What follows belongs to an exercise in optimizing a design on an open flow for small area, a short achievable clock period and few clock cycles; a production flow would make more cautious choices.
At most, simulation tests tie the RTL to the original design; equivalence was not proved.
No activity file was given, so power comes from the tool's default toggle rates.

==> flow/design.v <==
module JAM (
input CLK,
input RST,
output reg [2:0] W,
output reg [2:0] J,
input [6:0] Cost,
output reg [3:0] MatchCount,
output reg [9:0] MinCost,
output reg Valid );
reg [7:0] k;
always @(posedge CLK or posedge RST) begin
    if (RST) k <= 0;
    else if (k != 136) k <= k + 1'b1;
end
reg [5:0] addr;
always @(posedge CLK or posedge RST) begin
    if (RST) addr <= 0;
    else addr <= addr + 1'b1;
end
always @(*) begin
    W = addr[5:3];
    J = addr[2:0];
end
always @(posedge CLK) Valid <= (k == 135) || (k == 136);
reg [447:0] m;    
reg [447:0] nx;
reg [7:0] ldw;    
integer i;
always @(posedge CLK)
    for (i = 0; i < 8; i = i + 1) ldw[i] <= (k < 64) && (k[5:3] == i);
always @(*) begin
    for (i = 0; i < 64; i = i + 1)
        if (i % 8 != 7) nx[7*i +: 7] = m[7*(i+1) +: 7];
        else nx[7*i +: 7] = ldw[i / 8] ? Cost : m[7*(i-7) +: 7];
end
always @(posedge CLK) m <= nx;
wire [447:0] rd;
genvar gi;
generate for (gi = 0; gi < 64; gi = gi + 1) begin : rdg
    if (gi % 8 == 7 && gi / 8 != 7) assign rd[7*gi +: 7] = m[7*(gi-7) +: 7];
    else assign rd[7*gi +: 7] = nx[7*gi +: 7];
end endgenerate
reg [17:0] sel;
always @(posedge CLK)
    if (k < 8'd67) sel <= 18'h12949;
    else if (k < 8'd75) sel <= 18'h24632;
    else if (k < 8'd83) sel <= 18'hca4a;
    else if (k < 8'd91) sel <= 18'h11a49;
    else if (k < 8'd99) sel <= 18'h22534;
    else if (k < 8'd107) sel <= 18'ha58c;
    else if (k < 8'd115) sel <= 18'ha94c;
    else if (k < 8'd123) sel <= 18'h11689;
    else if (k < 8'd127) sel <= 18'h21634;
    else sel <= 18'hc68a;
wire [223:0] c;
assign c[0 +: 7] = ({7{sel[0]}} & rd[7 +: 7])
    | ({7{sel[1]}} & rd[14 +: 7])
    | ({7{sel[2]}} & rd[35 +: 7]);
assign c[7 +: 7] = ({7{sel[3]}} & rd[0 +: 7])
    | ({7{sel[4]}} & rd[7 +: 7]);
assign c[14 +: 7] = ({7{sel[5]}} & rd[0 +: 7])
    | ({7{sel[6]}} & rd[21 +: 7])
    | ({7{sel[7]}} & rd[42 +: 7]);
assign c[21 +: 7] = ({7{sel[8]}} & rd[14 +: 7])
    | ({7{sel[9]}} & rd[28 +: 7]);
assign c[28 +: 7] = ({7{sel[0]}} & rd[63 +: 7])
    | ({7{sel[1]}} & rd[70 +: 7])
    | ({7{sel[2]}} & rd[91 +: 7]);
assign c[35 +: 7] = ({7{sel[3]}} & rd[56 +: 7])
    | ({7{sel[4]}} & rd[63 +: 7]);
assign c[42 +: 7] = ({7{sel[5]}} & rd[56 +: 7])
    | ({7{sel[6]}} & rd[77 +: 7])
    | ({7{sel[7]}} & rd[98 +: 7]);
assign c[49 +: 7] = ({7{sel[8]}} & rd[70 +: 7])
    | ({7{sel[9]}} & rd[84 +: 7]);
assign c[56 +: 7] = ({7{sel[0]}} & rd[119 +: 7])
    | ({7{sel[1]}} & rd[126 +: 7])
    | ({7{sel[2]}} & rd[147 +: 7]);
assign c[63 +: 7] = ({7{sel[3]}} & rd[112 +: 7])
    | ({7{sel[4]}} & rd[119 +: 7]);
assign c[70 +: 7] = ({7{sel[5]}} & rd[112 +: 7])
    | ({7{sel[6]}} & rd[133 +: 7])
    | ({7{sel[7]}} & rd[154 +: 7]);
assign c[77 +: 7] = ({7{sel[8]}} & rd[126 +: 7])
    | ({7{sel[9]}} & rd[140 +: 7]);
assign c[84 +: 7] = ({7{sel[0]}} & rd[175 +: 7])
    | ({7{sel[1]}} & rd[182 +: 7])
    | ({7{sel[2]}} & rd[203 +: 7]);
assign c[91 +: 7] = ({7{sel[3]}} & rd[168 +: 7])
    | ({7{sel[4]}} & rd[175 +: 7]);
assign c[98 +: 7] = ({7{sel[5]}} & rd[168 +: 7])
    | ({7{sel[6]}} & rd[189 +: 7])
    | ({7{sel[7]}} & rd[210 +: 7]);
assign c[105 +: 7] = ({7{sel[8]}} & rd[182 +: 7])
    | ({7{sel[9]}} & rd[196 +: 7]);
assign c[112 +: 7] = ({7{sel[10]}} & rd[245 +: 7])
    | ({7{sel[11]}} & rd[266 +: 7]);
assign c[119 +: 7] = ({7{sel[12]}} & rd[238 +: 7])
    | ({7{sel[13]}} & rd[252 +: 7])
    | ({7{sel[14]}} & rd[259 +: 7]);
assign c[126 +: 7] = ({7{sel[15]}} & rd[231 +: 7])
    | ({7{sel[16]}} & rd[259 +: 7])
    | ({7{sel[17]}} & rd[266 +: 7]);
assign c[133 +: 7] = rd[273 +: 7];
assign c[140 +: 7] = ({7{sel[10]}} & rd[301 +: 7])
    | ({7{sel[11]}} & rd[322 +: 7]);
assign c[147 +: 7] = ({7{sel[12]}} & rd[294 +: 7])
    | ({7{sel[13]}} & rd[308 +: 7])
    | ({7{sel[14]}} & rd[315 +: 7]);
assign c[154 +: 7] = ({7{sel[15]}} & rd[287 +: 7])
    | ({7{sel[16]}} & rd[315 +: 7])
    | ({7{sel[17]}} & rd[322 +: 7]);
assign c[161 +: 7] = rd[329 +: 7];
assign c[168 +: 7] = ({7{sel[10]}} & rd[357 +: 7])
    | ({7{sel[11]}} & rd[378 +: 7]);
assign c[175 +: 7] = ({7{sel[12]}} & rd[350 +: 7])
    | ({7{sel[13]}} & rd[364 +: 7])
    | ({7{sel[14]}} & rd[371 +: 7]);
assign c[182 +: 7] = ({7{sel[15]}} & rd[343 +: 7])
    | ({7{sel[16]}} & rd[371 +: 7])
    | ({7{sel[17]}} & rd[378 +: 7]);
assign c[189 +: 7] = rd[385 +: 7];
assign c[196 +: 7] = ({7{sel[10]}} & rd[413 +: 7])
    | ({7{sel[11]}} & rd[434 +: 7]);
assign c[203 +: 7] = ({7{sel[12]}} & rd[406 +: 7])
    | ({7{sel[13]}} & rd[420 +: 7])
    | ({7{sel[14]}} & rd[427 +: 7]);
assign c[210 +: 7] = ({7{sel[15]}} & rd[399 +: 7])
    | ({7{sel[16]}} & rd[427 +: 7])
    | ({7{sel[17]}} & rd[434 +: 7]);
assign c[217 +: 7] = rd[441 +: 7];
localparam [23:0] PAIRS = {2'd2,2'd3, 2'd1,2'd3, 2'd1,2'd2, 2'd0,2'd3, 2'd0,2'd2, 2'd0,2'd1};
reg [7:0] su0 [0:3][0:5];
reg [7:0] su1 [0:3][0:5];
integer g, e;
always @(posedge CLK) begin
    for (g = 0; g < 4; g = g + 1)
        for (e = 0; e < 6; e = e + 1) begin
            su0[g][e] <= c[7*(8*g+PAIRS[4*e+2 +: 2]) +: 7] + c[7*(8*g+4+PAIRS[4*e +: 2]) +: 7];
            su1[g][e] <= c[7*(8*g+PAIRS[4*e +: 2]) +: 7] + c[7*(8*g+4+PAIRS[4*e+2 +: 2]) +: 7];
        end
end
reg [7:0] pa_v [0:3][0:5];
reg       pa_d [0:3][0:5];
always @(posedge CLK) begin
    for (g = 0; g < 4; g = g + 1)
        for (e = 0; e < 6; e = e + 1) begin
            pa_v[g][e] <= (su1[g][e] < su0[g][e]) ? su1[g][e] : su0[g][e];
            pa_d[g][e] <= (su1[g][e] == su0[g][e]);
        end
end
reg [8:0] ta [0:1][0:2];
reg [8:0] tb [0:1][0:2];
reg [1:0] fa [0:1][0:2];    
reg [1:0] fb [0:1][0:2];
integer h, q;
always @(posedge CLK) begin
    for (h = 0; h < 2; h = h + 1)
        for (q = 0; q < 3; q = q + 1) begin
            ta[h][q] <= pa_v[2*h][q] + pa_v[2*h+1][5-q];
            fa[h][q] <= {pa_d[2*h][q], pa_d[2*h+1][5-q]};
            tb[h][q] <= pa_v[2*h][5-q] + pa_v[2*h+1][q];
            fb[h][q] <= {pa_d[2*h][5-q], pa_d[2*h+1][q]};
        end
end
reg [8:0] sp_v [0:1][0:2];
reg [3:0] na, nb;
reg [3:0] sp_n [0:1][0:2];
always @(posedge CLK) begin
    for (h = 0; h < 2; h = h + 1)
        for (q = 0; q < 3; q = q + 1) begin
            sp_v[h][q] <= (tb[h][q] < ta[h][q]) ? tb[h][q] : ta[h][q];
            na = (&fa[h][q]) ? 4'd4 : (|fa[h][q]) ? 4'd2 : 4'd1;
            nb = (&fb[h][q]) ? 4'd4 : (|fb[h][q]) ? 4'd2 : 4'd1;
            sp_n[h][q] <= (tb[h][q] < ta[h][q]) ? nb : (tb[h][q] == ta[h][q]) ? na + nb : na;
        end
end
reg [8:0] hb_v [0:1];
reg [3:0] hb_n [0:1];
reg lt01, lt02, lt12, eq01, eq02, eq12;
reg [3:0] n01, n02, n12, n012;
always @(posedge CLK) begin
    for (h = 0; h < 2; h = h + 1) begin
        lt01 = sp_v[h][0] < sp_v[h][1];
        lt02 = sp_v[h][0] < sp_v[h][2];
        lt12 = sp_v[h][1] < sp_v[h][2];
        eq01 = sp_v[h][0] == sp_v[h][1];
        eq02 = sp_v[h][0] == sp_v[h][2];
        eq12 = sp_v[h][1] == sp_v[h][2];
        n01 = sp_n[h][0] + sp_n[h][1];
        n02 = sp_n[h][0] + sp_n[h][2];
        n12 = sp_n[h][1] + sp_n[h][2];
        n012 = n01 + sp_n[h][2];
        if ((lt01 || eq01) && (lt02 || eq02)) begin
            hb_v[h] <= sp_v[h][0];
            hb_n[h] <= (eq01 && eq02) ? n012 : eq01 ? n01 : eq02 ? n02 : sp_n[h][0];
        end
        else if (!lt01 && (lt12 || eq12)) begin
            hb_v[h] <= sp_v[h][1];
            hb_n[h] <= eq12 ? n12 : sp_n[h][1];
        end
        else begin
            hb_v[h] <= sp_v[h][2];
            hb_n[h] <= sp_n[h][2];
        end
    end
end
reg [9:0] tot;
reg [3:0] totn;
always @(posedge CLK) begin
    tot <= hb_v[0] + hb_v[1];
    totn <= hb_n[0] * hb_n[1];
end
wire accum = (k >= 66) && (k < 136);
always @(posedge CLK) begin
    if (k == 66) begin
        MinCost <= tot;
        MatchCount <= totn;
    end
    else if (accum) begin
        if (tot < MinCost) begin
            MinCost <= tot;
            MatchCount <= totn;
        end
        else if (tot == MinCost) MatchCount <= MatchCount + totn;
    end
end
endmodule
make LEC_CHECK=0 CAP_MARGIN=20 CORE_MARGIN=2 CORE_UTILIZATION=40 CTS_CLUSTER_DIAMETER=80 CTS_CLUSTER_SIZE=24 SETUP_SLACK_MARGIN=3.2 SLEW_MARGIN=20 finish   # period 6.0 ns
run.sh (not shown) runs the stock make flow with config.mk's settings and CLKGATE_MAP_FILE= SYNTH_SCRIPT=/design/flow/synth_recipe.tcl, a recipe that flattens the netlist after the stock synthesis.
The baseline went through all stages and came out clean.
Testbench counts at the start, summed over its fixed seeds: cycles 1,644.
Edit:
--- a/flow/design.v
+++ b/flow/design.v
@@ -141,13 +141,20 @@
         end
 end
 reg [7:0] pa_v [0:3][0:5];
 reg       pa_d [0:3][0:5];
+reg [7:0] df;
+reg lt;
+integer b;
 always @(posedge CLK) begin
     for (g = 0; g < 4; g = g + 1)
         for (e = 0; e < 6; e = e + 1) begin
-            pa_v[g][e] <= (su1[g][e] < su0[g][e]) ? su1[g][e] : su0[g][e];
-            pa_d[g][e] <= (su1[g][e] == su0[g][e]);
+            df = su1[g][e] ^ su0[g][e];
+            lt = 1'b0;
+            for (b = 0; b < 8; b = b + 1)
+                lt = df[b] ? su0[g][e][b] : lt;
+            pa_v[g][e] <= lt ? su1[g][e] : su0[g][e];
+            pa_d[g][e] <= ~|df;
         end
 end
 reg [8:0] ta [0:1][0:2];
 reg [8:0] tb [0:1][0:2];
Effect: The new run produced a clean layout. Wire length went down by 0.50%. Final cell count falls by about 0.8%. Worst setup slack got worse by 0.054 ns. Global-route usage climbs by 0.21 points. Total power decreases by about 3.3%. Sequential power stays flat. Critical path depth goes up by 1. Area after synthesis shrinks by 1.2%. Hold slack gets better by 0.0055 ns.
No functional check of the RTL was part of the second run of this note.

-- re-timing with driven ports --
Ports are ideal in the flow. The routed layouts listed here were re-timed in OpenROAD. Step 1 (the two cells are an assumption about what drives the block):
set clk [get_ports {CLK}]
set_driving_cell -lib_cell sky130_fd_sc_hd__clkbuf_16 $clk
set_driving_cell -lib_cell sky130_fd_sc_hd__buf_2 [delete_from_list [all_inputs] $clk]
Step 2 moves the port delays by t, midway between the first and last clock arrival at a register: inputs arrive t later, outputs are due t later. That takes back most of the time a late clock gives input paths. a / b / c = ideal / step 1 / step 2; a / b = the first two.
| run | shift t [ns] | setup WS [ns] | worst hold slack (ns) | worst setup path at the end | latest minus earliest clock arrival (ns) |
|---|---|---|---|---|---|
| the first run | 0.761 | 3.255 / 3.255 / 2.593 | 0.324 / 0.324 / 0.324 | input to register | 0.042 / 0.042 |
| the second run | 0.752 | 3.200 / 3.200 / 2.611 | 0.330 / 0.330 / 0.330 | input to register | 0.035 / 0.035 |
After both steps setup and hold are still met in every run listed. For the first run, which loses most, drivers alone change the setup slack by 0.000 ns; drivers and shift together by -0.662 ns.
